What follows belongs to an exercise in optimizing a design on an open flow for small area and a short achievable clock period; a production flow would make more cautious choices.
Where RTL was checked, it was by simulation tests only, not by an equivalence proof against the original.
No activity file was given, so power comes from the tool's default toggle rates.

north:
## fpadd_pipelined
module fpadd_pipelined (input clk,
                        input reset,
                        input [31:0] reg_A,
                        input [31:0] reg_B,
                        output [31:0] out);
Size: about 140 flip-flops, ~98 I/O pins.
export LEC_CHECK = 0
export ABC_AREA = 1
export CAP_MARGIN = 20
export CORE_MARGIN = 2
export CORE_UTILIZATION = 40
export SETUP_SLACK_MARGIN = 3.0
export SLEW_MARGIN = 20
export TNS_END_PERCENT = 10
create_clock -name core_clock -period 6.5 [get_ports {clk}]
standard.sh (not shown) runs the stock make flow with config.mk's settings and CLKGATE_MAP_FILE= SYNTH_SCRIPT=/design/flow/synth_recipe.tcl, a recipe that flattens the netlist after the stock synthesis.
==> flow/flow/run.sh <==
#!/bin/bash
# Standard layout (standard.sh) with the smallest buffer on the ports and
# no CTS dummy loads.
bash standard.sh \
  "BUFFER_PORTS_ARGS=-buffer_cell sky130_fd_sc_hd__buf_1" \
  "CTS_ARGS=-sink_clustering_enable -repair_clock_nets -dont_use_dummy_load -buf_list {sky130_fd_sc_hd__clkbuf_4 sky130_fd_sc_hd__clkbuf_8}" \
  finish > standard.log 2>&1
Changes in south relative to north:
Settings: TNS_END_PERCENT no longer set, was 10.
## What came out
There was hardly any difference in total CTS buffers between south and north. Summary of south over north: net count reported at finish went up by 5; worst setup slack went up by 0.015 ns; filler cell count was more or less identical; worst-case headroom to the max-slew limit went up by 1.2 points. Against north, the final cell area of south is higher. Final worst-path cycle share: north and south compared, lower one is south. north consumes less power than south.
> inputs changed (south -> east)
Settings: setting TNS_END_PERCENT to 10 for the first time; setting GPL_ROUTABILITY_DRIVEN to 0 for the first time.
[summary]
east ended with every stage complete and zero timing, DRC or antenna violations. east reports its launching element of the worst setup path as reg_A[23] while south reports reg_B[23]. From south to east the numbers moved as follows: via count of the first global-routing pass was more or less identical, area added between synthesis and finish went down by 0.67 points, instance count on the critical path went up by 2.
### east -> west
Settings: a deleted GPL_ROUTABILITY_DRIVEN that had been 0; a change of ABC_AREA from 1 to 0.
## What came out
Diff west and east: clock power lower in east. Routed wire in west totals more than in east. A main combinational cell family by area after synthesis of compound AO/OA/AOI/OAI gates is what west shows, while simple AND/OR/NAND/NOR gates belongs to east. The sequential power number comes out higher for west vs east. Power: west draws more than east. west completed end to end with timing, DRC and antenna clean.

fpadd_pipelined, a different RTL version from the one above (not shown whole).
For scale: roughly 1400 cells after synthesis, about 98 I/O pins, about 9200 sq um of cells after synthesis.
## fpadd_pipelined
module fpadd_pipelined (input clk,
                        input reset,
                        input [31:0] reg_A,
                        input [31:0] reg_B,
                        output reg [31:0] out);
Settings: LEC_CHECK=0, ABC_AREA=1, CAP_MARGIN=20, CORE_MARGIN=2, CORE_UTILIZATION=40, SLEW_MARGIN=20; clock period 6.5 ns.
run.sh (not shown) runs the stock make flow with config.mk's settings and CLKGATE_MAP_FILE= SYNTH_SCRIPT=/design/flow/synth_recipe.tcl, a recipe that flattens the netlist after the stock synthesis.
Stock flow here: none of the scripts above is used.
The baseline completed with no timing, DRC or antenna violations.
==> next run, changes <==
- ABC_AREA: 1 -> default
- ABC_CLOCK_PERIOD_IN_PS: default -> 3500
- SETUP_SLACK_MARGIN: default -> 2.5
Final area rises by 11%. Register-to-register slack improves by 760 ps. Cell count shrinks by 13%. Total power rises by 2.8%. Via count went down by 8.1%.
No run of this note included a check of the RTL's function; only the layout flow was run.

Setup of build 1:
RTL: one of the versions met above, not the one the previous note started from.
For scale: roughly 140 flip-flops, ~98 I/O pins, ~0.0092 mm^2 of cells after synthesis.
export LEC_CHECK = 0
export ABC_AREA = 1
export CAP_MARGIN = 20
export CORE_MARGIN = 2
export CORE_UTILIZATION = 40
export SETUP_SLACK_MARGIN = 2.9
export SLEW_MARGIN = 20
export TNS_END_PERCENT = 10
create_clock -name core_clock -period 6.5 [get_ports {clk}]
standard.sh (not shown) runs the stock make flow with config.mk's settings and CLKGATE_MAP_FILE= SYNTH_SCRIPT=/design/flow/synth_recipe.tcl, a recipe that flattens the netlist after the stock synthesis.
Scripts as last shown in full above: flow/flow/run.sh
Edits applied to the flow inputs when going from build 1 to build 87:
- a change of SETUP_SLACK_MARGIN from 2.9 to 3.0
--- a/flow/flow/run.sh
+++ b/flow/flow/run.sh
@@ -6 +6 @@
-  "CTS_ARGS=-sink_clustering_enable -repair_clock_nets -dont_use_dummy_load -buf_list {sky130_fd_sc_hd__clkbuf_4 sky130_fd_sc_hd__clkbuf_8}" \
+  "CTS_ARGS=-sink_clustering_enable -repair_clock_nets -dont_use_dummy_load -buf_list sky130_fd_sc_hd__clkbuf_4 -root_buf sky130_fd_sc_hd__clkbuf_8 -sink_buffer_max_cap_derate 0.4" \
Notes after the runs:
- Run comparison: build 87 critical path class primary input to register; build 1 critical path class register to register
- Per the comparison of build 87 with build 1, maximum vdd drop went down by 11%; sequential share of layout area went up by 0.21 points.
- Per the comparison of build 87 with build 1, slew at the pin closest to its max-slew limit has increased, logic depth of the worst setup path including buffers has decreased, worst hold margin has increased.
The following lists how build 78 was set up differently from build 87:
--- a/flow/flow/run.sh
+++ b/flow/flow/run.sh
@@ -6 +6 @@
-  "CTS_ARGS=-sink_clustering_enable -repair_clock_nets -dont_use_dummy_load -buf_list sky130_fd_sc_hd__clkbuf_4 -root_buf sky130_fd_sc_hd__clkbuf_8 -sink_buffer_max_cap_derate 0.4" \
+  "CTS_ARGS=-sink_clustering_enable -repair_clock_nets -dont_use_dummy_load -buf_list {sky130_fd_sc_hd__clkbuf_4 sky130_fd_sc_hd__clkbuf_8}" SKIP_GATE_CLONING=1 \
Notes after the runs:
- Utilization build 87 -> build 78: up
- NOTE: non-clock buffer count in build 78 exceeds that of build 87
- Going from build 87 to build 78, cell area now sits higher; setup slack rose 0.012 ns.
- In terms of number of global-route vias before repair, build 87 and build 78 differ only marginally.
- First-pass GRT wire length across build 87 and build 78: no real change.
The following lists how build 18 was set up differently from build 78:
- SLEW_MARGIN: 20 -> 10
- CAP_MARGIN: 20 -> 10
--- a/flow/flow/run.sh
+++ b/flow/flow/run.sh
@@ -6 +6 @@
-  "CTS_ARGS=-sink_clustering_enable -repair_clock_nets -dont_use_dummy_load -buf_list {sky130_fd_sc_hd__clkbuf_4 sky130_fd_sc_hd__clkbuf_8}" SKIP_GATE_CLONING=1 \
+  "CTS_ARGS=-sink_clustering_enable -repair_clock_nets -dont_use_dummy_load -buf_list {sky130_fd_sc_hd__clkbuf_4 sky130_fd_sc_hd__clkbuf_8}" \
[summary]
- Build 18 completed; timing, DRC and antenna clean
- Layout overhead on the synthesized area (build 18 over build 78): decrease, 0.41 points
- On build 18: worst setup slack is 0.0077 ns lower than what build 78 gave.
- The depth of the CTS H-tree of build 18 and that of build 78 are within noise of each other.
- met3 routed wirelength shrinks by more than 10% when moving from build 78 to build 18.
- Cell area of build 18 falls short of that of build 78 slightly.

## raven
fpadd_pipelined, a different RTL version from the one above (not shown whole).
For scale: about 130 flip-flops, roughly 98 I/O pins, roughly 0.0092 mm2 of cells after synthesis.
==> flow/config.mk <==
export PLATFORM = sky130hd
export DESIGN_NAME = fpadd_pipelined
export DESIGN_NICKNAME = fpadd_pipelined
export VERILOG_FILES = /design/flow/design.v
export SDC_FILE = /design/flow/constraint.sdc
export NUM_CORES = 4
export LEC_CHECK = 0
export ABC_AREA = 1
export CAP_MARGIN = 20
export CORE_MARGIN = 2
export CORE_UTILIZATION = 40
export PLACE_DENSITY = 0.75
export SETUP_SLACK_MARGIN = 3.0
export SLEW_MARGIN = 20
==> flow/constraint.sdc <==
create_clock -name core_clock -period 6.5 [get_ports {clk}]
set_input_delay 1.3000 -clock core_clock [delete_from_list [all_inputs] [get_ports {clk}]]
set_output_delay 1.3000 -clock core_clock [all_outputs]
set_load 0.01 [all_outputs]
==> flow/flow/run.sh <==
#!/bin/bash
# Standard layout (standard.sh) with the smallest buffer on the ports and
# no CTS dummy loads.
bash standard.sh \
  "BUFFER_PORTS_ARGS=-buffer_cell sky130_fd_sc_hd__buf_1" \
  "CTS_ARGS=-sink_clustering_enable -repair_clock_nets -dont_use_dummy_load -buf_list sky130_fd_sc_hd__clkbuf_4 -root_buf sky130_fd_sc_hd__clkbuf_8" \
  finish > standard.log 2>&1
What cedar does differently from raven at the input level:
==> flow/flow/run.sh <==
#!/bin/bash
# Standard layout (standard.sh) with the smallest buffer on the ports and
# no CTS dummy loads.
bash standard.sh \
  "BUFFER_PORTS_ARGS=-buffer_cell sky130_fd_sc_hd__buf_1" \
  "CTS_ARGS=-sink_clustering_enable -repair_clock_nets -dont_use_dummy_load -buf_list sky130_fd_sc_hd__clkbuf_4 -sink_clustering_size 8 -sink_clustering_max_diameter 30" \
  finish > standard.log 2>&1
diff --git a/flow/config.mk b/flow/config.mk
--- a/flow/config.mk
+++ b/flow/config.mk
@@ -10,5 +10,4 @@
 export CORE_MARGIN = 2
 export CORE_UTILIZATION = 40
-export PLACE_DENSITY = 0.75
 export SETUP_SLACK_MARGIN = 3.0
 export SLEW_MARGIN = 20
--- outcome ---
- For clock skew, cedar and raven come out practically identical.
- The setup slack of cedar is larger than that of raven.
- Comparing raven against cedar, there is no change at all in total clock sinks.
- Delta(wire length, cedar - raven) > 0
- Total power: cedar below raven
- Per the final summary, cedar finished and its layout is clean on timing, DRC and antenna.
- The more densely filled core belongs to raven, not cedar.
Here is what was changed in the inputs of harbor compared with cedar.
==> flow/flow/run.sh <==
#!/bin/bash
# Standard layout (standard.sh) with the smallest buffer on the ports and
# no CTS dummy loads.
bash standard.sh \
  "BUFFER_PORTS_ARGS=-buffer_cell sky130_fd_sc_hd__buf_1" \
  "CTS_ARGS=-sink_clustering_enable -repair_clock_nets -dont_use_dummy_load -buf_list {sky130_fd_sc_hd__clkbuf_4 sky130_fd_sc_hd__clkbuf_8}" \
  finish > standard.log 2>&1
diff --git a/flow/config.mk b/flow/config.mk
--- a/flow/config.mk
+++ b/flow/config.mk
@@ -7,4 +7,5 @@
 export LEC_CHECK = 0
 export ABC_AREA = 1
+export ABC_CLOCK_PERIOD_IN_PS = 3000
 export CAP_MARGIN = 20
 export CORE_MARGIN = 2
@@ -12,2 +13,3 @@
 export SETUP_SLACK_MARGIN = 3.0
 export SLEW_MARGIN = 20
+export TNS_END_PERCENT = 10
--- outcome ---
- Diff cedar -> harbor | final worst hold slack | decrease of 0.0065 ns
- Via count across cedar and harbor: no real change.
- Of cedar and harbor, harbor shows the lower measured slew at the worst slew-check pin, with cedar above it.
- In harbor the part of the power in registers turned out 1.1 points lower than in cedar.
- Compared with cedar, harbor shows a higher worst setup slack.
- Taking cedar as the reference point, the relative contribution of the clock network to total power of harbor rises by 2.9 points.
- Of harbor and cedar, it is harbor that has the lower latest clock arrival within the worst-skew pair.
- In the metrics for cedar and harbor, the one carrying the lower synthesis-to-layout area growth is cedar.
- Having completed the whole flow, cedar delivered a layout that passed the timing, DRC and antenna checks.
- harbor: all stages complete, timing, DRC and antenna checks passed
- The number of diodes number comes out lower for harbor vs cedar.
### harbor -> xenon
==> flow/flow/run.sh <==
#!/bin/bash
# Standard layout (standard.sh) with the smallest buffer on the ports and
# no CTS dummy loads.
bash standard.sh \
  "BUFFER_PORTS_ARGS=-buffer_cell sky130_fd_sc_hd__buf_1" \
  "CTS_ARGS=-sink_clustering_enable -repair_clock_nets -dont_use_dummy_load -buf_list sky130_fd_sc_hd__clkbuf_4 sky130_fd_sc_hd__clkbuf_8" \
  finish > standard.log 2>&1
diff --git a/flow/config.mk b/flow/config.mk
--- a/flow/config.mk
+++ b/flow/config.mk
@@ -7,5 +7,4 @@
 export LEC_CHECK = 0
 export ABC_AREA = 1
-export ABC_CLOCK_PERIOD_IN_PS = 3000
 export CAP_MARGIN = 20
 export CORE_MARGIN = 2
@@ -13,3 +12,2 @@
 export SETUP_SLACK_MARGIN = 3.0
 export SLEW_MARGIN = 20
-export TNS_END_PERCENT = 10
[summary]
Stage in which a tool error killed xenon: clock tree synthesis (4_1_cts). As far as die boundary width goes, xenon and harbor are indistinguishable; the numbers are identical. harbor -> xenon: number of flops mapped to enable cells by yosys delta 0, exact match. Summary of xenon over harbor: share of synthesized cell area in full adder, half adder and majority cells saw little to no change, number of synthesized register bits saw little to no change, row count saw little to no change, share of the synthesized netlist area taken by xor and xnor gates saw little to no change. Diff xenon..harbor | number of placed instances, taps included | negligible. Comparing harbor against xenon, there is no change at all in number of unique standard cell types used by synthesis. Worst slack at placement: xenon vs harbor identical. Comparing harbor against xenon, there is no change at all in die span in y. Comparing xenon against harbor, there is no change at all in share of cell area taken by muxes after synthesis.

## port drivers added, routing unchanged
The results above use ideal ports. As a check the final layouts listed here were re-extracted and re-timed, cells and wires unchanged. Step 1, drivers: a clkbuf_16 drives clk and a buf_2 each remaining input, both assumed. Step 2 times the ports against the registers' clock, not the clock port: input delays grow and output delays shrink by t, the midpoint of the rising clock arrivals with the driver on. Slacks: ideal ports / drivers / drivers and shift; pairs: ideal ports / drivers.
run | t, ns | slack for setup (ns) | hold WS [ns] | clock arrival spread, ns | worst data-port slew with drivers (ns)
north | 0.467 | 3.174 / 3.184 / 2.718 | 0.337 / 0.337 / 0.337 | 0.031 / 0.031 | 0.05
south | 0.469 | 3.189 / 3.201 / 2.732 | 0.338 / 0.338 / 0.338 | 0.030 / 0.030 | 0.05
east | 0.470 | 3.081 / 3.088 / 2.618 | 0.336 / 0.336 / 0.336 | 0.040 / 0.040 | 0.04
west | 0.474 | 2.949 / 2.927 / 2.454 | 0.328 / 0.328 / 0.328 | 0.030 / 0.031 | 0.06
the first run of note 2 | 0.461 | 1.161 / 1.161 / 1.161 | 0.328 / 0.328 / 0.328 | 0.012 / 0.012 | 0.04
the second run of note 2 | 0.467 | 1.923 / 1.923 / 1.923 | 0.330 / 0.330 / 0.330 | 0.013 / 0.013 | 0.04
build 1 | 0.471 | 3.119 / 3.119 / 2.667 | 0.336 / 0.336 / 0.336 | 0.029 / 0.029 | 0.05
build 87 | 0.448 | 3.170 / 3.179 / 2.732 | 0.351 / 0.351 / 0.351 | 0.045 / 0.045 | 0.05
build 78 | 0.466 | 3.182 / 3.192 / 2.726 | 0.336 / 0.336 / 0.336 | 0.031 / 0.031 | 0.05
build 18 | 0.467 | 3.174 / 3.184 / 2.718 | 0.337 / 0.337 / 0.337 | 0.031 / 0.031 | 0.05
raven | 0.450 | 3.098 / 3.122 / 2.672 | 0.341 / 0.341 / 0.341 | 0.044 / 0.044 | 0.03
cedar | 0.555 | 3.144 / 3.160 / 2.605 | 0.333 / 0.333 / 0.333 | 0.041 / 0.042 | 0.04
harbor | 0.474 | 3.154 / 3.167 / 2.693 | 0.326 / 0.326 / 0.326 | 0.026 / 0.026 | 0.04
After both steps setup and hold are still met in every run listed. For cedar, which loses most, drivers alone change the setup slack by +0.016 ns; drivers and shift together by -0.539 ns.
